From an optimization exercise on the open Yosys and OpenROAD flow, aimed at small area and a short achievable clock period; shortcuts taken in it are not production practice.
No functional check of the RTL was part of any run shown here.
Power and IR drop assume default switching activity.

File: design/flow/config.mk
export PLATFORM = sky130hd
export DESIGN_NAME = QPU_V
export DESIGN_NICKNAME = QPU_V
export VERILOG_FILES = /design/flow/design.v
export SDC_FILE = /design/flow/constraint.sdc
export NUM_CORES = 4
export LEC_CHECK = 0
export CAP_MARGIN = 20
export CORE_MARGIN = 2
export CORE_UTILIZATION = 40
export SETUP_SLACK_MARGIN = 2.5
export SLEW_MARGIN = 20
File: design/flow/constraint.sdc
create_clock -name core_clock -period 6.0 [get_ports {clk}]
set_input_delay 1.2000 -clock core_clock [delete_from_list [all_inputs] [get_ports {clk}]]
set_output_delay 1.2000 -clock core_clock [all_outputs]
set_load 0.01 [all_outputs]
File: design/flow/design.v
module QPU_V(
  input clk,reset,RDY,
  input [15:0]IR,
  input IRQ1,IRQ2,
  input [7:0] A_result,
  input A_vin,A_cin,
  input [7:0] M_Din,
  input I1,I2,I3,I4,
  output [11:0] pc_out,
  output [9:0]  W_AddrO,
  output [7:0]  W_DoutO,
  output [9:0]  M_AddrO,
  output M_WEO,M_IO,
  output A_adc_sbc,A_cout,
  output [7:0] Op1,Op2,
  output [7:0] ST,OPS,RA,RF,RSP
);
reg        s1;
reg [6:0]  OP_TYPE;
reg        IOMode,MWE0,OP_ADC_SBC,LAB7;
reg [3:0]  LWx;
reg [11:0] pc;
reg [9:0]  SP,RX,RY,WAddr;
reg [7:0]  Acc,Flags;
reg [7:0]  OP1R,OP2R;
reg        F1,F2;
reg [2:0]  COP_TYPE,IR_TYPE;
reg [7:0]  WSEL;
wire [2:0] IR_CMD = IR[14:12];
wire [3:0] IR_REG = IR[11:8];
wire [3:0] IR_REGB= IR[3:0];
wire [3:0] PK_REG = (IR_REG >4'b1001)? 4'b1000:IR_REG;
wire [3:0] PK_REGB= (IR_REGB>4'b1001)? 4'b1000:IR_REGB;
wire [7:0] OP_INC = OP1R+8'd1;
wire [7:0] WD = ({8{WSEL[0]}} & (OP1R & OP2R))
              | ({8{WSEL[1]}} & (OP1R | OP2R))
              | ({8{WSEL[2]}} & (OP1R ^ OP2R))
              | ({8{WSEL[3]}} & A_result)
              | ({8{WSEL[4]}} & {Flags[0],OP1R[7:1]})
              | ({8{WSEL[5]}} & OP_INC)
              | ({8{WSEL[6]}} & OP2R)
              | ({8{WSEL[7]}} & Acc);
wire C_NEXT = WSEL[3] ? A_cin : WSEL[4] ? OP1R[0] : Flags[0];
wire [9:0] PBASE = ~s1 ? SP : (IR_TYPE==3'b110) ? RX : (IR_TYPE==3'b111) ? RY : SP;
wire [9:0] PDIFF = PBASE - {{2{IR[7]}},IR[7:0]};
wire dec = ~s1 & ~IR[15];
wire MWE1 = s1 & (COP_TYPE==3'b111);
wire OP_PSH_POP = (IR_TYPE[1:0]==2'b01) & ~LAB7 & COP_TYPE[2] & COP_TYPE[1];
reg [6:0]  n_OP_TYPE;
reg [7:0]  n_OP1,n_OP2;
reg        n_F1,n_F2;
always @*
begin
    case (IR_CMD)
    3'b000: n_OP_TYPE=7'b0000001;
    3'b001: n_OP_TYPE=7'b0000010;
    3'b010: n_OP_TYPE=7'b0000100;
    3'b011: n_OP_TYPE=7'b0001000;
    3'b100: n_OP_TYPE=7'b0010000;
    3'b101: n_OP_TYPE=7'b0001000;
    3'b110: n_OP_TYPE=7'b0100000;
    default: n_OP_TYPE=7'b1000000;
    endcase
    n_F1=1'b0;
    if (LWx==PK_REG)                      n_OP1=WD;
    else if (IR_REG==4'b1001)             n_OP1=Flags;
    else if (IR_REG[3] | (IR_CMD>=3'b110)) n_OP1=Acc;
    else begin n_OP1=8'd0; n_F1=1'b1; end
    n_F2=1'b0;
    if (IR_REG[3:1]==3'b101)
    begin
        if (LWx==PK_REGB)         n_OP2=WD;
        else if (IR_REGB==4'b1001) n_OP2=Flags;
        else if (IR_REGB[3])      n_OP2=Acc;
        else begin n_OP2=8'd0; n_F2=1'b1; end
    end
    else n_OP2=IR[7:0];
end
wire f1 = dec ? n_F1 : F1;
wire f2 = dec ? n_F2 : F2;
wire mem = (IR_REG>=4'b1100);
wire ext = (IR_CMD==3'b100) & (IR_REG>4'b1000);
wire       n_s1  = ~reset & dec & (mem | ext);
wire [6:0] n_OPT = reset ? 7'd0 : s1 ? OP_TYPE : IR[15] ? 7'd0 : n_OP_TYPE;
wire [7:0] n_WSEL = n_s1 ? 8'b10000000 :
                    {~|n_OPT[5:0], n_OPT[5], n_OPT[4]&IR[7], n_OPT[4]&~IR[7], n_OPT[3:0]};
always @(posedge clk)
begin
    LAB7<=IR[7];
    IR_TYPE<=IR[10:8];
    OP_ADC_SBC<=~IR[14];
    COP_TYPE<=IR[14:12];
    F1<=f1;
    F2<=f2;
    OP1R<= f1 ? M_Din : (dec ? n_OP1 : OP1R);
    OP2R<= f2 ? M_Din : (dec ? n_OP2 : OP2R);
    s1<=n_s1;
    OP_TYPE<=n_OPT;
    WSEL<=n_WSEL;
    if (reset)
    begin
        IOMode<=1'b0;
        MWE0<=1'b0;
        LWx<=4'b1111;
        pc<=12'd0;
        SP<=10'h100;
        RX<=10'd0;
        RY<=10'd0;
        Flags<=8'd0;
        Acc<=8'hA5;
    end
    else if (~s1)
    begin
        if (~IR[15])
        begin
            if (mem)
            begin
                case (IR[9:8])
                2'b00: WAddr<={2'd0,IR[7:0]};
                2'b01: WAddr<=PDIFF;
                2'b10: WAddr<=RX;
                2'b11: WAddr<=RY;
                endcase
                IOMode<=(IR[7:6]==2'b00);
                MWE0<=1'b0;
                LWx<=4'b1000;
            end
            else
            begin
                WAddr<={6'd0,PK_REG};
                IOMode<=1'b0;
                MWE0<=~ext;
                if (~ext) pc<=pc+12'd1;
                LWx<=PK_REG;
            end
            if (MWE0)
            begin
                if (LWx==4'b1001)
                    Flags<=WD;
                else
                begin
                    if (LWx>=4'b1000)
                        Acc<=WD;
                    Flags[0]<=C_NEXT;
                    Flags[1]<=(WD==8'd0);
                    if (n_OP_TYPE[3])
                        Flags[2]<=A_vin;
                    Flags[3]<=WD[7];
                end
            end
        end
        else
        begin
            LWx<=4'b1110;
            MWE0<=1'b0;
            pc<=pc+12'd1;
        end
    end
    else
    begin
        if (COP_TYPE==3'b100)
        begin
            if (IR_TYPE[2:1]==2'b01)
                SP<={M_Din[1:0],Acc};
            else if (IR_TYPE==3'b101)
                SP<=PDIFF;
            else if (IR_TYPE==3'b110)
                RX<=PDIFF;
            else if (IR_TYPE==3'b111)
                RY<=PDIFF;
            LWx<=4'b1110;
            MWE0<=1'b0;
        end
        else if (COP_TYPE<3'b110)
        begin
            WAddr<=10'd8;
            LWx<=4'b1000;
            MWE0<=1'b1;
        end
        else
        begin
            if (COP_TYPE==3'b110)
                Acc<=M_Din;
            LWx<=4'b1110;
            MWE0<=1'b0;
        end
        if (OP_PSH_POP)
        begin
            if (COP_TYPE[0])
                SP<=WAddr;
            else
                SP<=SP+10'd1;
        end
        IOMode<=1'b0;
        pc<=pc+12'd1;
    end
end
assign pc_out=pc;
assign W_AddrO=WAddr;
assign M_AddrO= s1 ? WAddr : {6'd0, IR_REG[3] ? PK_REGB : PK_REG};
assign W_DoutO=WD;
assign M_WEO=MWE0|MWE1;
assign M_IO=IOMode;
assign A_adc_sbc=OP_ADC_SBC;
assign A_cout=Flags[0];
assign Op1=OP1R;
assign Op2=OP2R;
assign ST={LWx,F2,COP_TYPE};
assign OPS={1'b0,OP_TYPE};
assign RA=Acc;
assign RF=Flags;
assign RSP=SP[7:0];
endmodule
File: design/flow/run.sh
#!/bin/bash
# synth_recipe.tcl (not shown) runs the flow's synth.tcl, then flattens the netlist and writes it again
# the make line also repeats each setting of config.mk as NAME=value (left out here)
make -C /OpenROAD-flow-scripts/flow DESIGN_CONFIG=/design/flow/config.mk WORK_HOME=/design/flow/orfs CLKGATE_MAP_FILE= SYNTH_SCRIPT=/design/flow/synth_recipe.tcl finish
==> summary.md, run 1 <==
| Metric | Value |
|---|---|
| Die H | about 140 um |
| TritonCTS clock tree | yes |
| Initial Util | 0.407 |
| Setup repair after global routing missed its margin | no |
| IO Port Bufs | ~130 |
| Worst Skew | 0.00926 ns |
| DP Area | slightly below 9000 sq um |
| Synth Register Bits | between 100 and 150 |
| Clk sinks | approximately 120 |
| IO Pins | roughly 140 |
| R2r setup slk | roughly 2.7 ns |
| Seq/Total Area, Yosys | 0.353 |
| Slew @ Worst Pin | roughly 0.85 ns |
| Post-layout min period | between 3 and 4 ns |
| Skew-Pair Late Insertion Delay | 0.43 ns |
| Vias per inst | 5.82 |
| HP Start | OP_TYPE[6] |
| Antenna cell count | 0 |
| Top FF cell, synth | dfxtp_1 |
| Cell Pwr Density | roughly 240 nW/um^2 |
| DRT Pass-1 Iters | 7 |
| Worst path max stage delay | around 0.56 ns |
| GR Util All Layers | 0.259 |
| First-pass GRT wire length | a little under 40 mm |
| Fin Setup TNS | 0 ns |
| DPL Wire Length | ~18 mm |
| Depth of the most critical reg-to-reg path | 10 |
| Overflow after GRT | 0 |
| FFs w/ async S/R, synth | 0 |
| Rows | 49 |
| Via count | 7191 |
| Buf+Inv Stages, Crit Path | 3 |
| EDFF count, synth | 26 |
| Largest net degree at the start of global routing | between 40 and 50 |
| Cells after synthesis | 859 |
| H-Tree Depth | 4 |
| Yosys warns | 1 |
| Final WL | between 20 and 30 mm |
| Critical Path AT | 3.66 ns |
| Critical path class | in2reg |
| Mapped Nets | 931 |
| Hold_buf cts | 0 |
| DRC | 0 |
| Syn Area/Cell | between 8 and 9 sq um |
| Routed len/inst | ~21 um |
| Critical path, cell by cell | clkdlybuf4s15_1 > inv_1 > ha_2 > o21ai_2 > buf_4 > a31o_2 > or4_4 > mux4_2 > nor2b_4 |
| Vias in the first global route | about 6500 |
| FMAX | 0.286 GHz |
| Worst Hold End | OP_TYPE[6] |
| Layout cells sized above 1 | 0.155 |
| CTS max path bufs | 2 |
| Area Overhead vs Synth | 33.1% |
| CP endpoint kind | flop |
| Finished layout cell area | 9720 sq um |
| Die ar. | between 15000 and 20000 sq um |
| FF-to-FF Start | IR_TYPE[1] |
| Worst min path class | reg2reg |
| Maximum vdd ir drop | a little over 0.0002 V |
| Placer Congestion | around 0.9 |
| Cell variety after synth | between 70 and 80 |
| Type of origin of the critical path | input port |
| Most common cell after layout, fill and taps aside | clkdlybuf4s50_1 |
| Max-Cap Viols | 0 |
| CTS Buf Count | 17 |
| Antenna violations before repair | 0 |
| Max stage delay cell, worst path | or4_4 |
| Status | timing/DRC/antenna clean |
| Core Box Area | between 15000 and 20000 sq um |
| Final net count | between 1000 and 1500 |
| Final Hold Fails | 0 |
| ANT nets after route | 0 |
| Root Buffer | clkbuf_16 |
| Final setup fails | 0 |
| Commonest non-fill, non-tap cells in the layout | clkdlybuf4s50_1, nand2_1, dfxtp_1, nor2_1 |
| Rel. slew slack | 0.431 |
| Critical Path RT | slightly above 6 ns |
| Synth Cell Area | approximately 7300 sq um |
| Clock slew at reported path FFs | about 0.06 ns |
| Fin crit share | 0.583 |
| R2R Path End | WAddr[7] |
| CP Max Fanout | 8 |
| Initial DRC Count | ~800 |
| Top delay family on crit path | simple AND/OR/NAND/NOR gates |
| Die Span X | 139 um |
| Cell depth of the worst hold path | 2 |
| Max Slew Vio Count | 0 |
| Leakage | ~0.0038 uW |
-- layer usage --
layer | routed length (um) | track usage | vias up
li1 | - | - | 3390
met4 | 728 | 0.0909 | 0
met1 | 11800 | 0.374 | 3466
met5 | 0 | 0 | -
met3 | 1640 | 0.0480 | 53
met2 | 11400 | 0.387 | 282
-- kinds of logic (layout without fill, tap and decap cells) --
group / Yosys count / count (layout) / share of synthesized area
AOI/OAI and AO/OA: 220 / 220 / 0.208
xor gates and xnor gates: 31 / 31 / 0.0372
muxes: 58 / 58 / 0.0914
adders and majority gates: 29 / 29 / 0.0507
and+or+nand+nor: 297 / 297 / 0.197
DFF: 116 / 116 / 0.353
buffers and inverters: 107 / 255 / 0.0620
other: 1 / 1 / 0.000513
-- cells in the mapped netlist (10+ instances only) --
cell | instances | share of area
nand4_1 | 11 | 0.0094
o21ai_0 | 47 | 0.032
a22oi_1 | 23 | 0.024
nand2_1 | 91 | 0.047
ha_1 | 28 | 0.048
nor3_1 | 11 | 0.0075
xnor2_1 | 13 | 0.016
o211ai_1 | 15 | 0.015
a211oi_1 | 13 | 0.013
a21oi_1 | 43 | 0.029
dfxtp_1 | 90 | 0.25
nor2b_1 | 11 | 0.0094
nand3_1 | 27 | 0.018
clkbuf_1 | 38 | 0.020
and2_1 | 10 | 0.0086
buf_4 | 11 | 0.011
nor2_1 | 84 | 0.043
xor2_1 | 18 | 0.022
edfxtp_1 | 26 | 0.11
inv_1 | 42 | 0.022
mux2_2 | 10 | 0.015
mux2i_1 | 42 | 0.058
-- stage by stage --
stage / total power [uW] / hold WS, ns / setup WS (ns) / util / instances
after detailed placement: 1260 / 0.483 / 1.38 / 0.486 / 1170
after floorplan: 1090 / 0.463 / 2.50 / - / 859
final: 2320 / 0.488 / 2.50 / 0.541 / 1236
after CTS: 2310 / 0.497 / 2.29 / 0.534 / 1227
after global placement: 1260 / 0.478 / 1.35 / 0.486 / 1170
after global routing: 2400 / 0.521 / 2.43 / 0.541 / 1236
-- layout make-up --
type,instances,area [sq um]
Inverter,45,176
Multi-Input combinational cell,636,4420
Sequential cell,116,2590
Clock buffer,22,528
Fill cell,1680,8240
Clock inverter,10,82.6
Timing Repair Buffer,178,1640
Tap cell,229,287
-- worst register-to-register path, delay by kind of cell, from the launching register on --
family,cells,cell delay [ns]
simple gates,5,1.32
compound gates,3,0.58
mux,1,0.47
flops,1,0.40
fa+ha+maj,1,0.32
-- sequential cells by signal, summed over array words and instances (netlist names) --
signal and cells:
Acc 8, COP_TYPE 3, F1 1, F2 1, Flags 8, IOMode 1
IR_TYPE 3, LAB7 1, LWx 4, MWE0 1, OP1R 8, OP2R 8
OP_ADC_SBC 1, OP_TYPE 7, RX 10, RY 10, SP 10, WAddr 10
WSEL 8, pc 12, s1 1
-- what timing repair did --
| item | 4_1_cts | 5_1_grt |
|---|---|---|
| setup endpoints to repair | 42 | 26 |
| buffers inserted | 25 | 9 |
| resized for setup | 97 | 31 |
| pin swaps | 18 | 13 |
| gates cloned | 0 | 0 |
-- worst max-delay path by stage --
stage | start | endpoint | slack (ns) | depth (start not counted)
6_report | IR[5] | WAddr[7] | 2.50 | 9
5_1_grt | OP1R[6] | W_DoutO[6] | 2.43 | 6
4_1_cts | IR[3] | M_AddrO[1] | 2.29 | 6
3_5_place_dp | IR[11] | M_AddrO[1] | 1.38 | 6
3_3_place_gp | IR[11] | M_AddrO[1] | 1.35 | 6
2_1_floorplan | IR[1] | WAddr[7] | 2.50 | 9
-- power breakdown --
group	switching (uW)	total, uW	internal [uW]
Sequential	52.5	886	834
Clock	398	1030	630
Combinational	212	401	189
Total	663	2320	1650
==> inputs of run 2 (changes only) <==
--- a/design/flow/config.mk
+++ b/design/flow/config.mk
@@ -8,5 +8,5 @@
 export CAP_MARGIN = 20
 export CORE_MARGIN = 2
 export CORE_UTILIZATION = 40
-export SETUP_SLACK_MARGIN = 2.5
+export SETUP_SLACK_MARGIN = 3.0
 export SLEW_MARGIN = 20
==> run 2 against run 1 <==
Net effect:
- worst setup slack better by 0.26 ns
- register-to-register slack better by 0.23 ns
- maximum frequency up 8.0%
- critical endpoint is now W_DoutO[4]
- largest power group unchanged
- highest routed layer unchanged
==> summary.md, run 2 <==
| Metric | Value |
|---|---|
| Cells after synthesis | 859 (unchanged) |
| Largest register by flop count | pc |
| Placer Congestion | 0.868 (-3.3%) |
| Antenna cell count | 0 (unchanged) |
| Commonest non-fill, non-tap cells in the layout | clkdlybuf4s50_1, nand2_1, dfxtp_1, nor2_1, buf_4 |
| Max Slew Vio Count | 0 (unchanged) |
| Post-synth top area cell | dfxtp_1 |
| GR Util All Layers | 0.263 (+0.00392) |
| Cell Pwr Density | 229 nW/um^2 (-3.9%) |
| DRT Pass-1 Iters | 5 (-2) |
| Max-Cap Viols | 0 (unchanged) |
| Vias per inst | 5.85 (+0.54%) |
| Area Overhead vs Synth | 41.9% |
| Via count | 7417 (+3.1%) |
| Top FF cell, synth | dfxtp_1 |
| Fin crit share | 0.540 (-0.0431) |
| First-pass GRT wire length | 39.5 mm (+0.92%) |
| Clock slew at reported path FFs | 0.05 ns (about the same) |
| EDFF count, synth | 26 (unchanged) |
| Core Box Area | 18000 sq um (unchanged) |
| Clk sinks | 116 (unchanged) |
| Initial Util | 0.407 (unchanged) |
| Clk pwr share | 0.433 (-0.011) |
| Yosys warns | 1 (unchanged) |
| Mapped Nets | 931 (unchanged) |
| DP Area | 8840 sq um (+1.3%) |
| NetSw | 636 uW (-4.0%) |
| CTS Buf Count | 17 (unchanged) |
| Die H | 139 um (unchanged) |
| Fillers | 1636 (-2.6%) |
| FMAX | 0.309 GHz (+8.0%) |
| Synth Cell Area | 7310 sq um (unchanged) |
| Finished layout cell area | 10400 sq um (+6.6%) |
| Fin Setup TNS | 0 ns (unchanged) |
| Root Buffer | clkbuf_16 |
| Slew @ Worst Pin | 0.880 ns (+0.0325 ns) |
| Combinational Power Share | 0.195 (+0.022) |
| Synth Register Bits | 116 (unchanged) |
| Post-layout min period | 3.24 ns (-0.258 ns) |
| Skew-Pair Late Insertion Delay | 0.41 ns (-0.02 ns) |
| CP Max Fanout | 2 (-6) |
| Max reg flops | 12 (unchanged) |
| Final net count | 1099 (+3.1%) |
| Vias in the first global route | 6629 (+1.3%) |
| Critical Path AT | 2.04 ns (-1.62 ns) |
| Critical path class | in2out |
| Worst Skew | 0.00836 ns (-0.000901 ns) |
| Overflow after GRT | 0 (unchanged) |
| Register share of total power | 0.372 (-0.011) |
| Initial DRC Count | 753 (-3.7%) |
| Fin util | 0.577 (+0.0359) |
| IO Port Bufs | 134 (unchanged) |
| Worst min path class | reg2reg |
| Most common cell after layout, fill and taps aside | clkdlybuf4s50_1 |
| Synth top cells by count | nand2_1, dfxtp_1, nor2_1 |
| Sw Ratio | 0.268 (-0.0181) |
| Routed len/inst | 20.9 um (+0.69%) |
| Cell variety after synth | 76 (unchanged) |
| ANT nets after route | 0 (unchanged) |
| Setup repair after global routing missed its margin | yes |
| Pint | 1740 uW (+5.1%) |
| Type of origin of the critical path | input port |
| Rel. slew slack | 0.413 (-0.0173) |
| Synth top area share | 0.247 (unchanged) |
| Hold_buf cts | 0 (unchanged) |
| Most frequent cell after synthesis | nand2_1 |
| Die Span X | 139 um (unchanged) |
| IO Pins | 143 (unchanged) |
| Rows | 49 (unchanged) |
| Antenna violations before repair | 0 (unchanged) |
| Status | timing/DRC/antenna clean |
| DPL Wire Length | 18.0 mm (+0.20%) |
| Die ar. | 19400 sq um (unchanged) |
| Final WL | 26.5 mm (+3.3%) |
| Leakage | 0.00400 uW (+6.0%) |
| Final setup fails | 0 (unchanged) |
| CTS max path bufs | 2 (unchanged) |
| H-Tree Depth | 4 (unchanged) |
| Syn Area/Cell | 8.51 sq um (unchanged) |
| Largest net degree at the start of global routing | 47 (+2.2%) |
| Layout cells sized above 1 | 0.229 (+0.0742) |
| CP endpoint kind | output pin |
| DRC | 0 (unchanged) |
| Seq/Total Area, Yosys | 0.353 (unchanged) |
| Maximum vdd ir drop | 0.000195 V (-3.2%) |
| TritonCTS clock tree | yes |
| Top post-synthesis cells by area | dfxtp_1, edfxtp_1, mux2i_1 |
| Critical Path RT | 4.80 ns (-1.37 ns) |
| Final Hold Fails | 0 (unchanged) |
| FFs w/ async S/R, synth | 0 (unchanged) |
-- run 2: cell count changes in the layout (fill, tap and decap cells not counted), sizes merged, moves of 2 or more --
| cell | delta |
|---|---|
| buf | +49 |
| dlygate4sd2 | -2 |
| clkdlybuf4s50 | -8 |
| clkinv | -3 |
| clkdlybuf4s15 | -6 |
| clkbuf | +2 |
-- run 2: final timing paths --
| check | slack (ns) | to | start | depth (start not counted) |
|---|---|---|---|---|
| max | 2.76 | W_DoutO[4] | A_result[4] | 6 |
| min | 0.49 | pc[1] | pc[1] | 2 |
| max reg2reg | 2.88 | WAddr[7] | IR_TYPE[2] | 9 |
| min reg2reg | 0.49 | pc[1] | pc[1] | 2 |
-- run 2: power by group through the flow --
stage	sequential, uW	clock (uW)	combinational (uW)
floorplan	890	0	208
global placement	904	0	360
detailed placement	904	0	362
CTS	881	1040	426
global route	886	1080	497
finish	883	1030	464
-- run 2: metrics by stage --
stage               total power [uW]  cells  hold WS [ns]  setup WS, ns
finish                          2370   1268         0.493          2.76
CTS                             2350   1244         0.498          2.73
detailed placement              1270   1170         0.489          1.49
global route                    2460   1268         0.513          2.67
floorplan                       1100    859         0.463          2.56
global placement                1260   1170         0.480          1.52
-- run 2: worst max-delay path: stages --
cell      delay (ns)
buf_6           0.09
a222oi_1        0.20
nand4_1         0.15
a21oi_2         0.20
inv_2           0.07
buf_6           0.12
-- run 2: per-layer routing --
metal | global-route usage | vias up | routed length, um
li1 | - | 3451 | -
met1 | 0.362 | 3563 | 11500
met2 | 0.407 | 360 | 12100
met3 | 0.0639 | 43 | 2210
met4 | 0.0861 | 0 | 643
met5 | 0 | - | 0
-- run 2: logic make-up after synthesis --
family / count (synthesis) / synth area share
and+or+nand+nor: 297 / 0.197
AOI/OAI and AO/OA: 220 / 0.208
DFF: 116 / 0.353
buffers and inverters: 107 / 0.0620
muxes: 58 / 0.0914
xor gates and xnor gates: 31 / 0.0372
adders and majority gates: 29 / 0.0507
other: 1 / 0.000513
-- run 2: area by class of cell --
cell class	instances	area, sq um	share of cell area
Sequential cell	116	2600	0.250
Multi-Input combinational cell	637	4700	0.454
Clock buffer	25	549	0.0530
Timing Repair Buffer	210	1970	0.190
Clock inverter	6	61.3	0.00591
Inverter	45	201	0.0194
Tap cell	229	287	0.0276
-- run 2: timing repair --
item / 4_1_cts / 5_1_grt
resized for setup: 222 / 36
hold endpoints to repair: 0 / 0
setup buffers: 41 / 24
gates cloned: 2 / 0
pin swaps: 35 / 31
setup endpoints to repair: 88 / 37
==> inputs of run 3 (changes only) <==
--- a/design/flow/config.mk
+++ b/design/flow/config.mk
@@ -10,3 +10,4 @@
 export CORE_UTILIZATION = 40
 export SETUP_SLACK_MARGIN = 3.0
 export SLEW_MARGIN = 20
+export TNS_END_PERCENT = 0
==> run 3 against run 2 <==
Net effect:
- routed wire length down 2.5%
- critical path depth up 4
- sequential power up 0.6%
- largest power group unchanged
- power down 2.7%
- global-route usage down 0.37 points
- hold slack worse by 0.0014 ns
- core utilization down 3.7 points
- non-clock buffer count down 46
- clock skew up 0.0013 ns
==> summary.md, run 3 <==
| Metric | Value |
|---|---|
| GR Util All Layers | 0.259 (-0.00372) |
| Most frequent cell after synthesis | nand2_1 |
| Clk sinks | 116 (unchanged) |
| Core Box Area | 18000 sq um (unchanged) |
| Routed len/inst | 21.1 um (+1.0%) |
| Max reg flops | 12 (unchanged) |
| CTS Buf Count | 17 (unchanged) |
| ANT nets after route | 0 (unchanged) |
| EDFF count, synth | 26 (unchanged) |
| First-pass GRT wire length | 39.4 mm (-0.26%) |
| Vias in the first global route | 6789 (+2.4%) |
| Cell Count, Final, Fillers Out | 1223 (-3.5%) |
| FFs w/ async S/R, synth | 0 (unchanged) |
| Initial DRC Count | 686 (-8.9%) |
| Initial Util | 0.407 (unchanged) |
| Area Overhead vs Synth | 32.8% |
| Antenna cell count | 0 (unchanged) |
| Status | timing/DRC/antenna clean |
| Rel. slew slack | 0.458 (+0.0445) |
| Leakage | 0.00372 uW (-7.0%) |
| Final Hold Fails | 0 (unchanged) |
| Die H | 139 um (unchanged) |
| CP Max Fanout | 4 (+2) |
| Worst setup margin | 2.67 ns (-0.0946 ns) |
| Synth Register Bits | 116 (unchanged) |
| IO Port Bufs | 134 (unchanged) |
| Cell variety after synth | 76 (unchanged) |
| Syn Area/Cell | 8.51 sq um (unchanged) |
| Top post-synthesis cells by area | dfxtp_1, edfxtp_1, mux2i_1 |
| Worst min path class | reg2reg |
| Post-layout min period | 3.33 ns (+0.0946 ns) |
| DPL Wire Length | 18.1 mm (+0.33%) |
| DRT Pass-1 Iters | 7 (+2) |
| Cells after DPL | 1170 (unchanged) |
| Antenna violations before repair | 0 (unchanged) |
| Setup repair after global routing missed its margin | yes |
| H-Tree Depth | 4 (unchanged) |
| Most common cell after layout, fill and taps aside | clkdlybuf4s50_1 |
| Slew @ Worst Pin | 0.807 ns (-0.0730 ns) |
| Overflow after GRT | 0 (unchanged) |
| IO Pins | 143 (unchanged) |
| Hold_buf cts | 0 (unchanged) |
| Setup WS pre-CTS | 1.39 ns (-0.100 ns) |
| Die ar. | 19400 sq um (unchanged) |
| Die Span X | 139 um (unchanged) |
| Via count | 7228 (-2.5%) |
| Synth Cell Area | 7310 sq um (unchanged) |
| Largest net degree at the start of global routing | 45 (-4.3%) |
| Synth top area share | 0.247 (unchanged) |
| Critical Path RT | 6.16 ns (+1.36 ns) |
| TritonCTS clock tree | yes |
| Largest register by flop count | pc |
| Post-synth top area cell | dfxtp_1 |
| Max-Cap Viols | 0 (unchanged) |
| Final setup fails | 0 (unchanged) |
| Seq/Total Area, Yosys | 0.353 (unchanged) |
| DRC | 0 (unchanged) |
| Placer Congestion | 0.927 (+6.8%) |
| Mapped Nets | 931 (unchanged) |
| CTS max path bufs | 2 (unchanged) |
| Fin Setup TNS | 0 ns (unchanged) |
| Yosys warns | 1 (unchanged) |
| Critical path class | in2reg |
| FMAX | 0.300 GHz (-2.8%) |
| Synth top cells by count | nand2_1, dfxtp_1, nor2_1 |
| Clock slew at reported path FFs | 0.06 ns (about the same) |
| Layout cells sized above 1 | 0.151 (-0.0782) |
| Fin crit share | 0.555 (+0.0158) |
| Rows | 49 (unchanged) |
| Vias per inst | 5.91 (+1.0%) |
| Critical Path AT | 3.49 ns (+1.45 ns) |
| Cells after synthesis | 859 (unchanged) |
| Final net count | 1053 (-4.2%) |
| Cell Pwr Density | 238 nW/um^2 (+4.0%) |
| CP endpoint kind | flop |
| Top FF cell, synth | dfxtp_1 |
| Worst Skew | 0.00967 ns (+0.00131 ns) |
| Root Buffer | clkbuf_16 |
| Max Slew Vio Count | 0 (unchanged) |
| Skew-Pair Late Insertion Delay | 0.42 ns (about the same) |
| Maximum vdd ir drop | 0.000205 V (+5.0%) |
| Final WL | 25.8 mm (-2.5%) |
| Type of origin of the critical path | input port |
| Commonest non-fill, non-tap cells in the layout | clkdlybuf4s50_1, nand2_1, dfxtp_1, nor2_1, o21ai_0 |
## run 3: cell count changes in the layout (fill, tap and decap cells not counted), sizes merged, moves of 2 or more
cell / change
buf: -56
clkbuf: -2
clkdlybuf4s15: +6
clkdlybuf4s50: +4
## run 3: path summary, 6_finish.rpt
kind / end / startpoint / slack (ns) / cells past startpoint
setup / recovery: WAddr[7] / IR[7] / 2.67 / 10
hold / removal: OP_TYPE[6] / OP_TYPE[6] / 0.49 / 2
setup reg to reg: WAddr[7] / IR_TYPE[0] / 2.70 / 9
hold reg to reg: OP_TYPE[6] / OP_TYPE[6] / 0.49 / 2
## run 3: critical path, cell delays in order
cell and delay [ns]:
dlygate4sd2_1 0.21, buf_6 0.13, clkinvlp_4 0.17, ha_4 0.33, buf_4 0.12, nor2_1 0.05
o21a_1 0.10, or4_4 0.57, mux4_2 0.48, nor2b_4 0.13
## run 3: area by class of cell
class	instances	area, sq um
clock buffer	24	557
clock inverter	8	55.1
fill	1655	8260
inverter	45	181
multi-input combinational	637	4470
sequential	116	2590
tap	229	287
timing repair buffer	164	1560
## run 3: through the flow
stage | area, sq um | power, uW | utilization | hold slack [ns]
after floorplan | 7380 | 1090 | - | 0.463
after global placement | 8760 | 1260 | 0.488 | 0.479
after detailed placement | 8770 | 1260 | 0.488 | 0.490
after CTS | 9610 | 2300 | 0.535 | 0.501
after global routing | 9700 | 2390 | 0.540 | 0.541
final | 9700 | 2310 | 0.540 | 0.491
## run 3: routing by layer
layer / global-route usage / vias to the layer above / share of wire
li1: - / 3357 / -
met1: 0.360 / 3520 / 0.44
met2: 0.405 / 303 / 0.46
met3: 0.0535 / 48 / 0.071
met4: 0.0829 / 0 / 0.025
met5: 0 / - / 0
## run 3: kinds of logic (layout without fill, tap and decap cells)
kind of cell,count (synthesis),count (layout),synth area share
buffers and inverters,107,241,0.0620
AND/OR/NAND/NOR,297,298,0.197
other,1,1,0.000513
XOR/XNOR,31,31,0.0372
AO/OA/AOI/OAI,220,220,0.208
flip-flops,116,116,0.353
multiplexers,58,58,0.0914
adder cells (fa/ha/maj),29,29,0.0507
## run 3: what timing repair did
action,4_1_cts,5_1_grt
resized for setup,151,14
setup buffers,16,3
endpoints found under the setup margin,88,73
pin swaps,15,8
cloned,0,2
## run 3: report_power, final
part           internal (uW)  switching [uW]  leakage (uW)  total (uW)
Combinational            184             209       0.00242         393
Clock                    651             379      0.000304        1030
Sequential               834            53.9      0.000990         888
Total                   1670             642       0.00372        2310
==> inputs of run 4 (changes only) <==
==> design/flow/flow/run.sh (new file) <==
#!/bin/bash
# Standard ORFS layout (the standard.sh, unchanged synthesis), with the
# port buffers made as sky130_fd_sc_hd__buf_1 instead of the resizer's pick.
set -euo pipefail
cd "$(dirname "$0")/.."
bash standard.sh "BUFFER_PORTS_ARGS=-buffer_cell sky130_fd_sc_hd__buf_1" finish > flow_make.log 2>&1
==> design/flow/standard.sh (new file) <==
#!/bin/bash
# synth_recipe.tcl (not shown) runs the flow's synth.tcl, then flattens the netlist and writes it again
# the make line also repeats each setting of config.mk as NAME=value (left out here)
make -C /OpenROAD-flow-scripts/flow DESIGN_CONFIG=/design/flow/config.mk WORK_HOME=/design/flow/orfs CLKGATE_MAP_FILE= SYNTH_SCRIPT=/design/flow/synth_recipe.tcl "${@:-finish}"
removed: design/flow/run.sh
==> run 4 against run 3 <==
Net effect:
- sequential power about the same
- clock-buffer cell count unchanged
- routed wire length is 5.1% lower
- worst setup slack improved by 0.013 ns
- core utilization down 4.5 points
- clock power about the same
- maximum frequency grew 0.38%
- global-route usage down 1.2 points
- non-clock buffer count increased by 8
- die area stayed put
- combinational power down 11%
- critical path type unchanged
- largest power group unchanged
==> summary.md, run 4 <==
| Metric | Value |
|---|---|
| Synth Register Bits | 116 (unchanged) |
| Leakage | 0.00338 uW (-9.0%) |
| Final WL | 24.5 mm (-5.1%) |
| Largest net degree at the start of global routing | 44 (-2.2%) |
| GR Util All Layers | 0.247 (-0.0122) |
| Cells after DPL | 1170 (unchanged) |
| Critical Path RT | 6.16 ns (about the same) |
| Final net count | 1060 (+0.66%) |
| Fin Setup TNS | 0 ns (unchanged) |
| Post-synth top area cell | dfxtp_1 |
| CP endpoint kind | flop |
| Rows | 49 (unchanged) |
| Clock slew at reported path FFs | 0.06 ns (about the same) |
| Busiest grt layer | met2 |
| Hold_buf cts | 0 (unchanged) |
| Top FF cell, synth | dfxtp_1 |
| EDFF count, synth | 26 (unchanged) |
| Seq/Total Area, Yosys | 0.353 (unchanged) |
| Routed len/inst | 19.9 um (-5.6%) |
| Synth top cells by count | nand2_1, dfxtp_1, nor2_1 |
| Final Hold Fails | 0 (unchanged) |
| Via count | 7116 (-1.5%) |
| DRC | 0 (unchanged) |
| IO Port Bufs | 134 (unchanged) |
| Max-Cap Viols | 0 (unchanged) |
| Setup repair after global routing missed its margin | yes |
| H-Tree Depth | 4 (unchanged) |
| Syn Area/Cell | 8.51 sq um (unchanged) |
| GR Util met2 | 0.379 (-0.0254) |
| Core Box Area | 18000 sq um (unchanged) |
| Antenna violations before repair | 0 (unchanged) |
| Met3 Usage GRT | 0.0532 (-0.000345) |
| Worst Skew | 0.00722 ns (-0.00245 ns) |
| DRT Pass-1 Iters | 5 (-2) |
| Yosys warns | 1 (unchanged) |
| Overflow after GRT | 0 (unchanged) |
| Critical path class | in2reg |
| ANT nets after route | 0 (unchanged) |
| CTS Buf Count | 17 (unchanged) |
| Synth top area share | 0.247 (unchanged) |
| Cell Pwr Density | 253 nW/um^2 (+6.3%) |
| Worst min path class | reg2reg |
| Cells after synthesis | 859 (unchanged) |
| Initial Util | 0.407 (unchanged) |
| Commonest non-fill, non-tap cells in the layout | buf_1, nand2_1, dfxtp_1, nor2_1, o21ai_0 |
| Placer Congestion | 0.870 (-6.2%) |
| Slew @ Worst Pin | 0.912 ns (+0.105 ns) |
| Antenna cell count | 0 (unchanged) |
| Type of origin of the critical path | input port |
| Rel. slew slack | 0.391 (-0.0670) |
| Vias in the first global route | 6493 (-4.4%) |
| Skew-Pair Late Insertion Delay | 0.42 ns (about the same) |
| Critical Path AT | 3.48 ns (about the same) |
| Fin util | 0.495 (-0.0449) |
| Largest register by flop count | pc |
| Most Frequent Cell on Critical Path | nor2b_4 |
| FMAX | 0.301 GHz (+0.38%) |
| Top post-synthesis cells by area | dfxtp_1, edfxtp_1, mux2i_1 |
| Vias per inst | 5.79 (-2.1%) |
| M1 GR Usage | 0.344 (-0.0156) |
| Die H | 139 um (unchanged) |
| Post-layout min period | 3.32 ns (-0.0126 ns) |
| Clk sinks | 116 (unchanged) |
| Power, Total | 2250 uW (-2.5%) |
| Maximum vdd ir drop | 0.000205 V (-0.24%) |
| Max stage delay cell, worst path | or4_4 |
| Status | timing/DRC/antenna clean |
| Worst hold-check slack | 0.488 ns (-0.00373 ns) |
| CTS max path bufs | 2 (unchanged) |
| TritonCTS clock tree | yes |
| First-pass GRT wire length | 37.5 mm (-4.9%) |
| CP Max Fanout | 9 (+5) |
| Final setup fails | 0 (unchanged) |
| Most frequent cell after synthesis | nand2_1 |
| Die Span X | 139 um (unchanged) |
| Die ar. | 19400 sq um (unchanged) |
| Cell variety after synth | 76 (unchanged) |
| Cell Count, Final, Fillers Out | 1230 (+0.57%) |
| Most common cell after layout, fill and taps aside | buf_1 |
| DPL Wire Length | 17.8 mm (-1.2%) |
| FFs w/ async S/R, synth | 0 (unchanged) |
| Area Overhead vs Synth | 21.7% |
| Synth Cell Area | 7310 sq um (unchanged) |
| Critical path, cell by cell | buf_2 > inv_4 > ha_4 > nor2b_4 > o2111a_2 > o21a_1 > or4_4 > mux4_2 > nor2b_4 |
| Max Slew Vio Count | 0 (unchanged) |
| IO Pins | 143 (unchanged) |
| Root Buffer | clkbuf_16 |
| Worst path max stage delay | 0.53 ns (-0.04 ns) |
| Layout cells sized above 1 | 0.136 (-0.0150) |
| Fin crit share | 0.553 (-0.00210) |
| Initial DRC Count | 811 (+18%) |
| Max reg flops | 12 (unchanged) |
| Mapped Nets | 931 (unchanged) |
-- run 4: kinds of logic (layout without fill, tap and decap cells) --
kind of cell / Yosys count / count (layout) / share of synthesized area
flip-flops: 116 / 116 / 0.353
adder cells (fa/ha/maj): 29 / 29 / 0.0507
other: 1 / 1 / 0.000513
buffers and inverters: 107 / 249 / 0.0620
XOR/XNOR: 31 / 31 / 0.0372
multiplexers: 58 / 58 / 0.0914
AND/OR/NAND/NOR: 297 / 297 / 0.197
AO/OA/AOI/OAI: 220 / 220 / 0.208
-- run 4: per-layer routing --
layer,vias up,wire [um]
met2,281,11200
met4,0,585
met5,-,0
met3,43,1630
li1,3377,-
met1,3415,11000
-- run 4: power breakdown --
| part | internal, uW | switching [uW] | total, uW |
|---|---|---|---|
| Sequential | 834 | 51.7 | 886 |
| Combinational | 142 | 206 | 348 |
| Clock | 654 | 364 | 1020 |
| Total | 1630 | 622 | 2250 |
-- run 4: layout make-up --
| type | count | area (sq um) |
|---|---|---|
| clock buffer | 24 | 492 |
| tap | 229 | 287 |
| inverter | 45 | 178 |
| timing repair buffer | 172 | 830 |
| multi-input combinational | 636 | 4430 |
| clock inverter | 8 | 98.8 |
| fill | 1782 | 9070 |
| sequential | 116 | 2590 |
-- run 4: worst paths after layout --
kind / start / endpoint / slack, ns / depth (start not counted)
worst max-delay path: IR[1] / WAddr[7] / 2.68 / 9
worst min-delay path: pc[11] / pc[11] / 0.49 / 2
worst max register to register: IR_TYPE[0] / WAddr[7] / 2.76 / 9
worst min register to register: pc[11] / pc[11] / 0.49 / 2
-- run 4: through the flow --
step / setup slack [ns] / cell area (sq um)
2_1_floorplan: 2.55 / 7380
3_3_place_gp: 1.87 / 7940
3_5_place_dp: 1.85 / 7940
4_1_cts: 2.68 / 8750
5_1_grt: 2.63 / 8900
6_report: 2.68 / 8900
-- run 4: critical path, delay by kind of cell --
family | cells | cell delay [ns]
AO/OA/AOI/OAI | 2 | 0.46
adder cells (fa/ha/maj) | 1 | 0.21
buffers and inverters | 2 | 0.34
multiplexers | 1 | 0.48
AND/OR/NAND/NOR | 3 | 0.78
-- run 4: what timing repair did --
item / 4_1_cts / 5_1_grt
pin swaps: 3 / 8
gates resized for setup: 33 / 14
buffers inserted: 18 / 10
setup endpoints to repair: 54 / 45
==> inputs of run 5 (changes only) <==
--- a/design/flow/design.v
+++ b/design/flow/design.v
@@ -32,14 +32,15 @@
 wire [3:0] PK_REG = (IR_REG >4'b1001)? 4'b1000:IR_REG;
 wire [3:0] PK_REGB= (IR_REGB>4'b1001)? 4'b1000:IR_REGB;
 wire [7:0] OP_INC = OP1R+8'd1;
-wire [7:0] WD = ({8{WSEL[0]}} & (OP1R & OP2R))
-              | ({8{WSEL[1]}} & (OP1R | OP2R))
-              | ({8{WSEL[2]}} & (OP1R ^ OP2R))
-              | ({8{WSEL[3]}} & A_result)
-              | ({8{WSEL[4]}} & {Flags[0],OP1R[7:1]})
-              | ({8{WSEL[5]}} & OP_INC)
-              | ({8{WSEL[6]}} & OP2R)
-              | ({8{WSEL[7]}} & Acc);
+wire [7:0] WD_REST = ({8{WSEL[0]}} & (OP1R & OP2R))
+                   | ({8{WSEL[1]}} & (OP1R | OP2R))
+                   | ({8{WSEL[2]}} & (OP1R ^ OP2R))
+                   | ({8{WSEL[4]}} & {Flags[0],OP1R[7:1]})
+                   | ({8{WSEL[5]}} & OP_INC)
+                   | ({8{WSEL[6]}} & OP2R)
+                   | ({8{WSEL[7]}} & Acc);
+wire [7:0] WD;
+QPU_V_wdsel u_wdsel(.a(A_result), .s(WSEL[3]), .rest(WD_REST), .y(WD));
 wire C_NEXT = WSEL[3] ? A_cin : WSEL[4] ? OP1R[0] : Flags[0];
 wire [9:0] PBASE = ~s1 ? SP : (IR_TYPE==3'b110) ? RX : (IR_TYPE==3'b111) ? RY : SP;
 wire [9:0] PDIFF = PBASE - {{2{IR[7]}},IR[7:0]};
@@ -197,7 +198,7 @@
 end
 assign pc_out=pc;
 assign W_AddrO=WAddr;
-assign M_AddrO= s1 ? WAddr : {6'd0, IR_REG[3] ? PK_REGB : PK_REG};
+QPU_V_maddr u_maddr(.s1(s1), .wa(WAddr), .ra(IR[11:8]), .rb(IR[3:0]), .y(M_AddrO));
 assign W_DoutO=WD;
 assign M_WEO=MWE0|MWE1;
 assign M_IO=IOMode;
@@ -211,3 +212,11 @@
 assign RF=Flags;
 assign RSP=SP[7:0];
 endmodule
+module QPU_V_wdsel(input [7:0] a, input s, input [7:0] rest, output [7:0] y);
+assign y = ({8{s}} & a) | rest;
+endmodule
+module QPU_V_maddr(input s1, input [9:0] wa, input [3:0] ra, input [3:0] rb, output [9:0] y);
+wire [3:0] pa = (ra>4'b1001) ? 4'b1000 : ra;
+wire [3:0] pb = (rb>4'b1001) ? 4'b1000 : rb;
+assign y = s1 ? wa : {6'd0, ra[3] ? pb : pa};
+endmodule
--- a/design/flow/config.mk
+++ b/design/flow/config.mk
@@ -10,4 +10,6 @@
 export CORE_UTILIZATION = 40
 export SETUP_SLACK_MARGIN = 3.0
 export SLEW_MARGIN = 20
+export SYNTH_HIERARCHICAL = 1
+export SYNTH_MINIMUM_KEEP_SIZE = 0
 export TNS_END_PERCENT = 0
==> run 5 against run 4 <==
Net effect:
- clock skew down 0.0026 ns
- largest power group unchanged
- critical path type is now reg2out
- final area increased by 0.53%
- largest cell class unchanged
- power up 2.7%
- synthesized area increased by 0.72%
- first-iteration DRC count shrank 19%
- sequential share of layout area decreased by 0.15 points
- routed wire length is 2.4% lower
==> summary.md, run 5 <==
| Metric | Value |
|---|---|
| R2R Path End | WAddr[4] |
| Routed len/inst | 19.6 um (-1.6%) |
| Top FF cell, synth | dfxtp_1 |
| Clock slew at reported path FFs | 0.05 ns (about the same) |
| Status | timing/DRC/antenna clean |
| Commonest non-fill, non-tap cells in the layout | buf_1, nand2_1, dfxtp_1, nor2_1, a21oi_1 |
| Yosys warns | 7 (+6) |
| Worst Hold End | RY[6] |
| CTS max path bufs | 2 (unchanged) |
| Top post-synthesis cells by area | dfxtp_1, edfxtp_1, nand2_1 |
| R2r setup slk | 2.95 ns (+0.19 ns) |
| DRC | 0 (unchanged) |
| Critical Path RT | 4.80 ns (-1.36 ns) |
| Core Box Area | 18000 sq um (+0.34%) |
| FF-to-FF Start | IR_TYPE[0] |
| DRT Pass-1 Iters | 7 (+2) |
| Cells after synthesis | 852 (-0.81%) |
| Post-layout min period | 3.18 ns (-0.136 ns) |
| Layout cells sized above 1 | 0.141 (+0.00541) |
| Cells after DPL | 1164 (-0.51%) |
| H-Tree Depth | 4 (unchanged) |
| Depth of the most critical reg-to-reg path | 11 (+2) |
| Most frequent cell after synthesis | nand2_1 |
| Root Buffer | clkbuf_16 |
| IO Pins | 143 (unchanged) |
| Post-synth top area cell | dfxtp_1 |
| Type of origin of the critical path | flop |
| Setup repair after global routing missed its margin | yes |
| First-pass GRT wire length | 36.4 mm (-3.0%) |
| Top delay family on crit path | compound AO/OA/AOI/OAI gates |
| Final setup fails | 0 (unchanged) |
| Cell Pwr Density | 259 nW/um^2 (+2.1%) |
| Cell variety after synth | 78 (+2.6%) |
| Max reg flops | 12 (unchanged) |
| Worst Skew | 0.00458 ns (-0.00264 ns) |
| Synth Register Bits | 116 (unchanged) |
| HP Start | RY[6] |
| EDFF count, synth | 26 (unchanged) |
| Vias per inst | 5.73 (-0.98%) |
| CP endpoint kind | output pin |
| ANT nets after route | 0 (unchanged) |
| DPL Wire Length | 17.0 mm (-4.9%) |
| Max-Cap Viols | 0 (unchanged) |
| Synth top area share | 0.245 (-0.00176) |
| Antenna violations before repair | 0 (unchanged) |
| Buf+Inv Stages, Crit Path | 3 (+1) |
| CTS Buf Count | 17 (unchanged) |
| FFs w/ async S/R, synth | 0 (unchanged) |
| Via count | 6989 (-1.8%) |
| Maximum vdd ir drop | 0.000203 V (-1.1%) |
| Placer Congestion | 0.872 (+0.16%) |
| Initial DRC Count | 653 (-19%) |
| Slew @ Worst Pin | 0.957 ns (+0.0446 ns) |
| Fin crit share | 0.531 (-0.0227) |
| Mapped Nets | 924 (-0.75%) |
| Largest register by flop count | pc |
| Fin Setup TNS | 0 ns (unchanged) |
| Worst path max stage delay | 0.42 ns (-0.11 ns) |
| Max Slew Vio Count | 0 (unchanged) |
| Synth Cell Area | 7360 sq um (+0.72%) |
| Seq/Total Area, Yosys | 0.351 (-0.00252) |
| Syn Area/Cell | 8.64 sq um (+1.5%) |
| Crit path launch | OP1R[0] |
| Die Span X | 140 um (+0.35%) |
| Cell depth of the worst hold path | 2 (unchanged) |
| Worst min path class | reg2reg |
| Final WL | 23.9 mm (-2.4%) |
| Critical Path AT | 1.98 ns (-1.50 ns) |
| GR Util All Layers | 0.239 (-0.00832) |
| Area Overhead vs Synth | 21.5% |
| Initial Util | 0.408 (+0.00153) |
| Skew-Pair Late Insertion Delay | 0.43 ns (about the same) |
| Overflow after GRT | 0 (unchanged) |
| Most common cell after layout, fill and taps aside | buf_1 |
| Rows | 49 (unchanged) |
| Cell Count, Final, Fillers Out | 1220 (-0.81%) |
| Final net count | 1050 (-0.94%) |
| Rel. slew slack | 0.359 (-0.0324) |
| Final Hold Fails | 0 (unchanged) |
| CP Max Fanout | 3 (-6) |
| Synth top cells by count | nand2_1, dfxtp_1, nor2_1 |
| Largest net degree at the start of global routing | 51 (+16%) |
| Max stage delay cell, worst path | edfxtp_1 |
| Vias in the first global route | 6428 (-1.0%) |
| Clk sinks | 116 (unchanged) |
| IO Port Bufs | 134 (unchanged) |
| Leakage | 0.00340 uW (+0.55%) |
| Antenna cell count | 0 (unchanged) |
| Critical path class | reg2out |
| FMAX | 0.314 GHz (+4.3%) |
| Die ar. | 19500 sq um (+0.70%) |
| Die H | 140 um (+0.35%) |
| TritonCTS clock tree | yes |
| Hold_buf cts | 0 (unchanged) |
| Critical path, cell by cell | inv_2 > ha_1 > inv_1 > a222oi_1 > nand3_1 > a21o_4 > buf_1 |
run 5: cell types whose count changed in the layout (fill, tap and decap cells not counted), moves of 8 or more:
cell | before | now
o21ai_0 | 43 | 33
o211ai_1 | 15 | 4
a21oi_1 | 39 | 50
nand2_1 | 91 | 107
xnor2_1 | 13 | 23
o21ai_1 | 3 | 12
mux2_4 | 0 | 8
nor2_1 | 83 | 56
run 5: layout make-up:
class | instances | area (sq um)
Inverter | 43 | 163
Timing Repair Buffer | 167 | 823
Clock buffer | 28 | 601
Tap cell | 229 | 287
Sequential cell | 116 | 2590
Multi-Input combinational cell | 633 | 4440
Fill cell | 1794 | 9080
Clock inverter | 4 | 47.5
run 5: routing by layer:
layer,global-route usage,wire [um],vias up
li1,-,-,3318
met3,0.0420,1630,61
met4,0.100,708,0
met1,0.310,10300,3314
met2,0.393,11200,296
met5,0,0,-
run 5: what timing repair did:
item                                   4_1_cts  5_1_grt
gates cloned                                 1        0
gates resized for setup                     40        8
buffers inserted                            21        2
pin swaps                                    7        3
endpoints found under the hold margin        0        0
setup endpoints to repair                   67       40
run 5: modules after synthesis (local to each module, per instance):
module       cells inside  flops+latches
QPU_V_maddr            24              0
QPU_V_wdsel             9              0
QPU_V                 819            116
run 5: worst reg2reg max path, delay by kind of cell (launching register included):
kind | cells | cell delay, ns
compound gates | 2 | 0.20
xor+xnor | 1 | 0.24
fa+ha+maj | 2 | 0.59
flops | 1 | 0.62
mux | 2 | 0.65
simple gates | 4 | 0.49
run 5: how the worst max path moves through the flow:
stage,cells after the start,to
after detailed placement,9,WAddr[7]
final,7,W_DoutO[0]
after CTS,6,M_AddrO[0]
after global routing,8,W_DoutO[5]
after floorplan,8,WAddr[6]
after global placement,9,WAddr[7]
run 5: kinds of logic after synthesis:
| family | count (synthesis) | synth area share |
|---|---|---|
| flip-flops | 116 | 0.351 |
| adder cells (fa/ha/maj) | 29 | 0.0503 |
| AND/OR/NAND/NOR | 305 | 0.206 |
| XOR/XNOR | 37 | 0.0440 |
| other | 1 | 0.000509 |
| AO/OA/AOI/OAI | 198 | 0.180 |
| buffers and inverters | 103 | 0.0632 |
| multiplexers | 63 | 0.105 |
run 5: metrics by stage:
stage	util	hold WS (ns)	power [uW]	area, sq um	setup WS, ns
5_1_grt	0.496	0.489	2390	8940	2.77
2_1_floorplan	-	0.446	1090	7390	2.95
3_5_place_dp	0.441	0.464	1200	7950	2.06
4_1_cts	0.494	0.472	2320	8900	2.85
3_3_place_gp	0.441	0.444	1200	7950	2.08
6_report	0.496	0.467	2310	8940	2.82
run 5: power breakdown:
group / internal, uW / switching, uW / total, uW
clock: 721 / 360 / 1080
sequential: 835 / 43.8 / 879
combinational: 143 / 210 / 352
total: 1700 / 614 / 2310
==> inputs of run 6 (changes only) <==
==> design/flow/flow/run.sh (replaced) <==
#!/bin/bash
# Standard ORFS layout (the standard.sh, unchanged synthesis), with the
# port buffers made as sky130_fd_sc_hd__buf_1 instead of the resizer's pick,
# and a clock tree of clkbuf_8 without dummy loads.
set -euo pipefail
cd "$(dirname "$0")/.."
bash standard.sh "BUFFER_PORTS_ARGS=-buffer_cell sky130_fd_sc_hd__buf_1" \
  "CTS_ARGS=-sink_clustering_enable -repair_clock_nets -dont_use_dummy_load -buf_list sky130_fd_sc_hd__clkbuf_8 -root_buf sky130_fd_sc_hd__clkbuf_8" \
  finish > flow_make.log 2>&1
==> run 6 against run 5 <==
Net effect:
- clock power decreased by 52%
- synthesized area unchanged
- first-iteration DRC count grew 9.3%
- critical path type unchanged
- largest power group is now registers
==> summary.md, run 6 <==
| Metric | Value |
|---|---|
| Status | timing/DRC/antenna clean |
| Met3 WL post-DR | 1.66 mm (+2.1%) |
| CTS max path bufs | 2 (unchanged) |
| Most frequent cell after synthesis | nand2_1 |
| Max-Cap Viols | 0 (unchanged) |
| DRC | 0 (unchanged) |
| GR Util All Layers | 0.237 (-0.00109) |
| Setup repair after global routing missed its margin | yes |
| Area Overhead vs Synth | 16.0% |
| Cell depth of the worst hold path | 2 (unchanged) |
| Proportion of synthesized area in mux cells | 0.105 (unchanged) |
| Largest register by flop count | pc |
| First-pass GRT wire length | 36.2 mm (-0.55%) |
| Top FF cell, synth | dfxtp_1 |
| CP Max Fanout | 3 (unchanged) |
| EDFF count, synth | 26 (unchanged) |
| Top post-synthesis cells by area | dfxtp_1, edfxtp_1, nand2_1 |
| Synth Cell Area | 7360 sq um (unchanged) |
| Synth top area share | 0.245 (unchanged) |
| Top Metal Used | met4 |
| Max Slew Vio Count | 0 (unchanged) |
| Critical Path RT | 4.80 ns (about the same) |
| Depth of the most critical reg-to-reg path | 9 (-2) |
| H-Tree Depth | 4 (unchanged) |
| Cell Pwr Density | 205 nW/um^2 (-21%) |
| Post-layout min period | 3.20 ns (+0.0197 ns) |
| Compound-Gate Fraction of Synth Area | 0.180 (unchanged) |
| Worst hold-check slack | 0.466 ns (-0.000499 ns) |
| HP Start | OP_TYPE[6] |
| Clock slew at reported path FFs | 0.07 ns (+0.02 ns) |
| IO Pins | 143 (unchanged) |
| Routed len/inst | 19.7 um (+0.42%) |
| Vias in the first global route | 6339 (-1.4%) |
| Seq/Total Area, Yosys | 0.351 (unchanged) |
| Type of origin of the critical path | flop |
| Syn Area/Cell | 8.64 sq um (unchanged) |
| Largest net degree at the start of global routing | 51 (unchanged) |
| Critical Path AT | 2.00 ns (+0.02 ns) |
| FF-to-FF Start | IR_TYPE[1] |
| Most common cell after layout, fill and taps aside | buf_1 |
| CP endpoint kind | output pin |
| Worst Skew | 0.0178 ns (+0.0132 ns) |
| Antenna violations before repair | 0 (unchanged) |
| Initial DRC Count | 714 (+9.3%) |
| Vias per inst | 5.75 (+0.37%) |
| Rows | 49 (unchanged) |
| Rel. slew slack | 0.354 (-0.00468) |
| R2R Path End | WAddr[7] |
| CTS Buf Count | 17 (unchanged) |
| FFs w/ async S/R, synth | 0 (unchanged) |
| Cell variety after synth | 78 (unchanged) |
| Post-synth top area cell | dfxtp_1 |
| Via count | 6923 (-0.94%) |
| Met2 wire len | 11.2 mm (-0.28%) |
| Worst min path class | reg2reg |
| Mapped Nets | 924 (unchanged) |
| TritonCTS clock tree | yes |
| Clk sinks | 116 (unchanged) |
| Yosys warns | 7 (unchanged) |
| Fin Setup TNS | 0 ns (unchanged) |
| Final Hold Fails | 0 (unchanged) |
| Synth top cells by count | nand2_1, dfxtp_1, nor2_1 |
| Slew @ Worst Pin | 0.964 ns (+0.00699 ns) |
| Root Buffer | clkbuf_8 |
| Commonest non-fill, non-tap cells in the layout | buf_1, nand2_1, dfxtp_1, nor2_1, a21oi_1 |
| DRT Pass-1 Iters | 5 (-2) |
| IO Port Bufs | 134 (unchanged) |
| Cells after synthesis | 852 (unchanged) |
| Largest family of logic cells by synthesized area | simple AND/OR/NAND/NOR gates |
| XOR/XNOR Fraction of Synth Area | 0.0440 (unchanged) |
| ANT nets after route | 0 (unchanged) |
| Die ar. | 19500 sq um (unchanged) |
| Maximum vdd ir drop | 0.000128 V (-37%) |
| Final net count | 1049 (-0.095%) |
| Synth Register Bits | 116 (unchanged) |
| Overflow after GRT | 0 (unchanged) |
| Final WL | 23.7 mm (-0.90%) |
| Post-Synth Simple-Gate Area | 0.206 (unchanged) |
| Final setup fails | 0 (unchanged) |
| Post-Synth Adder-Cell Area | 0.0503 (unchanged) |
| Leakage | 0.00319 uW (-6.1%) |
| Initial Util | 0.408 (unchanged) |
| Die Span X | 140 um (unchanged) |
| Max reg flops | 12 (unchanged) |
| FMAX | 0.312 GHz (-0.61%) |
| Met1 Routed Length | 10.2 mm (-1.0%) |
| DPL Wire Length | 17.0 mm (unchanged) |
| Skew-Pair Late Insertion Delay | 0.44 ns (about the same) |
| R2r setup slk | 2.99 ns (+0.04 ns) |
| Fin crit share | 0.534 (+0.00328) |
| Worst Hold End | OP_TYPE[6] |
| Hold_buf cts | 0 (unchanged) |
| Layout cells sized above 1 | 0.128 (-0.0131) |
| Die H | 140 um (unchanged) |
| Critical path class | reg2out |
| Placer Congestion | 0.872 (unchanged) |
| Antenna cell count | 0 (unchanged) |
| Core Box Area | 18000 sq um (unchanged) |
==> run 6: cell counts after synthesis <==
Identical to the previous run, type by type.
==> run 6: per-layer routing <==
metal  vias up  GRT usage
met2       290      0.390
met1      3286      0.312
met4         0     0.0895
met3        49     0.0451
li1       3298          -
met5         -          0
==> run 6: modules after synthesis, one instance, submodules excluded <==
module | times used | flip-flops and latches | cell area [sq um] | cells
QPU_V | 1 | 116 | 7150 | 819
QPU_V_wdsel | 1 | 0 | 71.3 | 9
QPU_V_maddr | 1 | 0 | 135 | 24
==> run 6: layout make-up <==
| cell class | instances | area [sq um] |
|---|---|---|
| Tap cell | 229 | 287 |
| Clock buffer | 17 | 234 |
| Multi-Input combinational cell | 633 | 4450 |
| Inverter | 43 | 163 |
| Fill cell | 1845 | 9490 |
| Timing Repair Buffer | 166 | 820 |
| Sequential cell | 116 | 2590 |
==> run 6: worst max-delay path, cell delays in order, from the launching register on <==
cell	delay (ns)
edfxtp_1	0.43
inv_2	0.15
ha_4	0.15
inv_2	0.03
a222oi_1	0.34
nand3_1	0.15
a21o_4	0.21
buf_6	0.11
==> run 6: worst max-delay path by stage <==
stage	start	to	slack (ns)	cells after the start
6_report	OP1R[0]	W_DoutO[0]	2.80	7
5_1_grt	OP1R[0]	W_DoutO[5]	2.72	8
4_1_cts	OP1R[0]	W_DoutO[0]	2.84	7
3_5_place_dp	IR[3]	WAddr[7]	2.06	9
3_3_place_gp	IR[3]	WAddr[7]	2.08	9
2_1_floorplan	IR[0]	WAddr[6]	2.95	8
==> run 6: kinds of logic (layout without fill, tap and decap cells) <==
logic type               count (synthesis)  after routing
adder cells (fa/ha/maj)                 29             29
other                                    1              1
XOR/XNOR                                37             37
flip-flops                             116            116
buffers and inverters                  103            226
AND/OR/NAND/NOR                        305            305
AO/OA/AOI/OAI                          198            198
multiplexers                            63             63
==> run 6: through the flow <==
stage	setup slack, ns	std cells	instance area (sq um)	util	total power (uW)
floorplan	2.95	852	7390	-	1090
global placement	2.08	1164	7950	0.441	1200
detailed placement	2.06	1164	7950	0.441	1200
CTS	2.84	1201	8490	0.471	1750
global route	2.72	1204	8540	0.474	1840
finish	2.80	1204	8540	0.474	1750
==> run 6: report_power, final <==
part	internal, uW	total [uW]	switching [uW]	leakage (uW)
Sequential	834	877	43.1	0.000990
Clock	248	519	271	0.000122
Combinational	146	357	211	0.00208
Total	1230	1750	526	0.00319
==> run 6: repair_timing <==
item / in CTS / in global routing
cloned: 1 / 0
buffers inserted: 19 / 3
setup endpoints to repair: 66 / 48
pin swaps: 7 / 4
gates resized for setup: 45 / 4
==> inputs of run 7 (changes only) <==
--- a/design/flow/design.v
+++ b/design/flow/design.v
@@ -17,7 +17,7 @@
 );
 reg        s1;
 reg [6:0]  OP_TYPE;
-reg        IOMode,MWE0,OP_ADC_SBC,LAB7;
+reg        IOMode,MWE0,MWEO,OP_ADC_SBC,LAB7;
 reg [3:0]  LWx;
 reg [11:0] pc;
 reg [9:0]  SP,RX,RY,WAddr;
@@ -45,7 +45,6 @@
 wire [9:0] PBASE = ~s1 ? SP : (IR_TYPE==3'b110) ? RX : (IR_TYPE==3'b111) ? RY : SP;
 wire [9:0] PDIFF = PBASE - {{2{IR[7]}},IR[7:0]};
 wire dec = ~s1 & ~IR[15];
-wire MWE1 = s1 & (COP_TYPE==3'b111);
 wire OP_PSH_POP = (IR_TYPE[1:0]==2'b01) & ~LAB7 & COP_TYPE[2] & COP_TYPE[1];
 reg [6:0]  n_OP_TYPE;
 reg [7:0]  n_OP1,n_OP2;
@@ -102,6 +101,7 @@
     begin
         IOMode<=1'b0;
         MWE0<=1'b0;
+        MWEO<=1'b0;
         LWx<=4'b1111;
         pc<=12'd0;
         SP<=10'h100;
@@ -124,6 +124,7 @@
                 endcase
                 IOMode<=(IR[7:6]==2'b00);
                 MWE0<=1'b0;
+                MWEO<=(IR_CMD==3'b111);
                 LWx<=4'b1000;
             end
             else
@@ -131,6 +132,7 @@
                 WAddr<={6'd0,PK_REG};
                 IOMode<=1'b0;
                 MWE0<=~ext;
+                MWEO<=~ext;
                 if (~ext) pc<=pc+12'd1;
                 LWx<=PK_REG;
             end
@@ -154,6 +156,7 @@
         begin
             LWx<=4'b1110;
             MWE0<=1'b0;
+            MWEO<=1'b0;
             pc<=pc+12'd1;
         end
     end
@@ -171,12 +174,14 @@
                 RY<=PDIFF;
             LWx<=4'b1110;
             MWE0<=1'b0;
+            MWEO<=1'b0;
         end
         else if (COP_TYPE<3'b110)
         begin
             WAddr<=10'd8;
             LWx<=4'b1000;
             MWE0<=1'b1;
+            MWEO<=1'b1;
         end
         else
         begin
@@ -184,6 +189,7 @@
                 Acc<=M_Din;
             LWx<=4'b1110;
             MWE0<=1'b0;
+            MWEO<=1'b0;
         end
         if (OP_PSH_POP)
         begin
@@ -200,7 +206,7 @@
 assign W_AddrO=WAddr;
 QPU_V_maddr u_maddr(.s1(s1), .wa(WAddr), .ra(IR[11:8]), .rb(IR[3:0]), .y(M_AddrO));
 assign W_DoutO=WD;
-assign M_WEO=MWE0|MWE1;
+assign M_WEO=MWEO;
 assign M_IO=IOMode;
 assign A_adc_sbc=OP_ADC_SBC;
 assign A_cout=Flags[0];
==> run 7 against run 6 <==
Net effect:
- sequential share of layout area hardly changed
- critical path type unchanged
- final area grew 0.86%
- clock skew up 0.0049 ns
- non-clock buffer count down 5
- largest power group unchanged
- cell count up 2.0%
- sequential power up 0.8%
==> summary.md, run 7 <==
| Metric | Value |
|---|---|
| DRC | 0 (unchanged) |
| Synth top cells by count | nand2_1, dfxtp_1, nor2_1 |
| Largest register by flop count | pc |
| Final setup fails | 0 (unchanged) |
| Rows | 50 (+2.0%) |
| DPL Wire Length | 17.2 mm (+1.2%) |
| Cell Pwr Density | 204 nW/um^2 (-0.64%) |
| CTS Buf Count | 17 (unchanged) |
| CP endpoint kind | output pin |
| Layout cells sized above 1 | 0.121 (-0.00748) |
| Overflow after GRT | 0 (unchanged) |
| Final net count | 1068 (+1.8%) |
| Antenna cell count | 0 (unchanged) |
| Area of the multi-input gates | 4560 sq um (+2.6%) |
| Mapped Nets | 950 (+2.8%) |
| Critical path class | reg2out |
| Die H | 141 um (+1.0%) |
| CTS max path bufs | 2 (unchanged) |
| FMAX | 0.317 GHz (+1.6%) |
| Skew-Pair Late Insertion Delay | 0.45 ns (about the same) |
| Routed len/inst | 19.0 um (-3.4%) |
| Clk sinks | 117 (+0.86%) |
| Leakage | 0.00326 uW (+2.1%) |
| Max stage delay cell, worst path | edfxtp_1 |
| Max reg flops | 12 (unchanged) |
| Via count | 6872 (-0.74%) |
| Synth top area share | 0.242 (-0.00251) |
| Antenna violations before repair | 0 (unchanged) |
| EDFF count, synth | 26 (unchanged) |
| Cell variety after synth | 76 (-2.6%) |
| Critical Path RT | 4.80 ns (about the same) |
| R2r setup slk | 2.95 ns (-0.04 ns) |
| Worst min path class | reg2reg |
| Critical Path AT | 1.95 ns (-0.05 ns) |
| Root Buffer | clkbuf_8 |
| Fin Setup TNS | 0 ns (unchanged) |
| Synth Register Bits | 117 (+0.86%) |
| FFs w/ async S/R, synth | 0 (unchanged) |
| CP Max Fanout | 3 (unchanged) |
| Power, Total | 1760 uW (+0.22%) |
| R2R Path End | WAddr[7] |
| Vias in the first global route | 6499 (+2.5%) |
| Fin crit share | 0.525 (-0.00846) |
| Die Span X | 141 um (+1.0%) |
| DRT Pass-1 Iters | 5 (unchanged) |
| Status | timing/DRC/antenna clean |
| Maximum vdd ir drop | 0.000129 V (+1.1%) |
| Vias per inst | 5.60 (-2.7%) |
| Most frequent cell after synthesis | nand2_1 |
==> run 7: cell count changes in the layout (fill, tap and decap cells not counted), moves of 4 or more <==
cell	before	now
nand3_1	28	34
xor2_1	14	19
a31oi_1	2	8
o21a_1	1	6
xnor2_1	23	16
nand2b_1	6	12
a21o_1	3	8
mux2_4	8	0
or3_1	8	3
o21ai_0	34	43
nor3_1	18	14
o221ai_1	7	0
and2_2	0	5
mux2_2	10	18
==> run 7: routing by layer <==
| metal | global-route usage | share of wire | vias to the layer above |
|---|---|---|---|
| li1 | - | - | 3364 |
| met1 | 0.304 | 0.45 | 3213 |
| met2 | 0.379 | 0.47 | 255 |
| met3 | 0.0479 | 0.056 | 40 |
| met4 | 0.0879 | 0.025 | 0 |
| met5 | 0 | 0 | - |
==> run 7: metrics by stage <==
| stage | instance area (sq um) | instances | utilization |
|---|---|---|---|
| after floorplan | 7570 | 878 | - |
| after global placement | 8100 | 1193 | 0.436 |
| after detailed placement | 8100 | 1193 | 0.436 |
| after CTS | 8570 | 1226 | 0.461 |
| after global routing | 8610 | 1228 | 0.463 |
| final | 8610 | 1228 | 0.463 |
==> run 7: cell families (layout without fill, tap and decap cells) <==
logic type	count (synthesis)	count (layout)	share of synthesized area
simple gates	320	320	0.214
compound gates	211	211	0.184
flops	117	117	0.346
buf+inv	100	216	0.0617
mux	65	65	0.103
xor+xnor	35	35	0.0408
fa+ha+maj	29	29	0.0493
other cells	1	1	0.000499
==> run 7: how the worst min path moves through the flow <==
stage / slack [ns] / cells after the start / start / endpoint
finish: 0.46 / 2 / RY[7] / RY[7]
global route: 0.49 / 2 / RX[2] / RX[2]
global placement: 0.45 / 2 / OP_TYPE[6] / OP_TYPE[6]
CTS: 0.47 / 2 / OP_TYPE[6] / OP_TYPE[6]
floorplan: 0.44 / 2 / RX[2] / RX[2]
detailed placement: 0.46 / 2 / OP_TYPE[6] / OP_TYPE[6]
==> run 7: repair_timing <==
action / 4_1_cts / 5_1_grt
setup endpoints to repair: 45 / 45
gates resized for setup: 43 / 7
pin swaps: 4 / 5
buffers inserted: 16 / 2
==> run 7: final cells by class <==
| class | instances | area share |
|---|---|---|
| Multi-Input combinational cell | 661 | 0.530 |
| Sequential cell | 117 | 0.303 |
| Timing Repair Buffer | 161 | 0.0898 |
| Tap cell | 234 | 0.0340 |
| Clock buffer | 17 | 0.0272 |
| Inverter | 38 | 0.0166 |
==> run 7: worst max-delay path: cells and delay by family, from the launching register on <==
kind	cells	cell delay, ns
simple gates	4	0.60
compound gates	1	0.19
xor+xnor	1	0.15
flops	1	0.37
buf+inv	2	0.22
==> run 7: Yosys stat by module, one instance, submodules excluded <==
module / copies in the design / cells inside
QPU_V_maddr: 1 / 24
QPU_V_wdsel: 1 / 9
QPU_V: 1 / 845
==> run 7: report_power, final <==
group	switching [uW]	internal (uW)
sequential	42.3	841
clock	275	248
combinational	207	144
total	524	1230

Setup slack of run 7, layout unchanged: 2.848 ns with ideal ports, 2.754 ns with driving cells assumed (clock clkbuf_16, inputs buf_2), 2.435 ns with port delays also shifted by the 0.476 ns mid clock arrival.
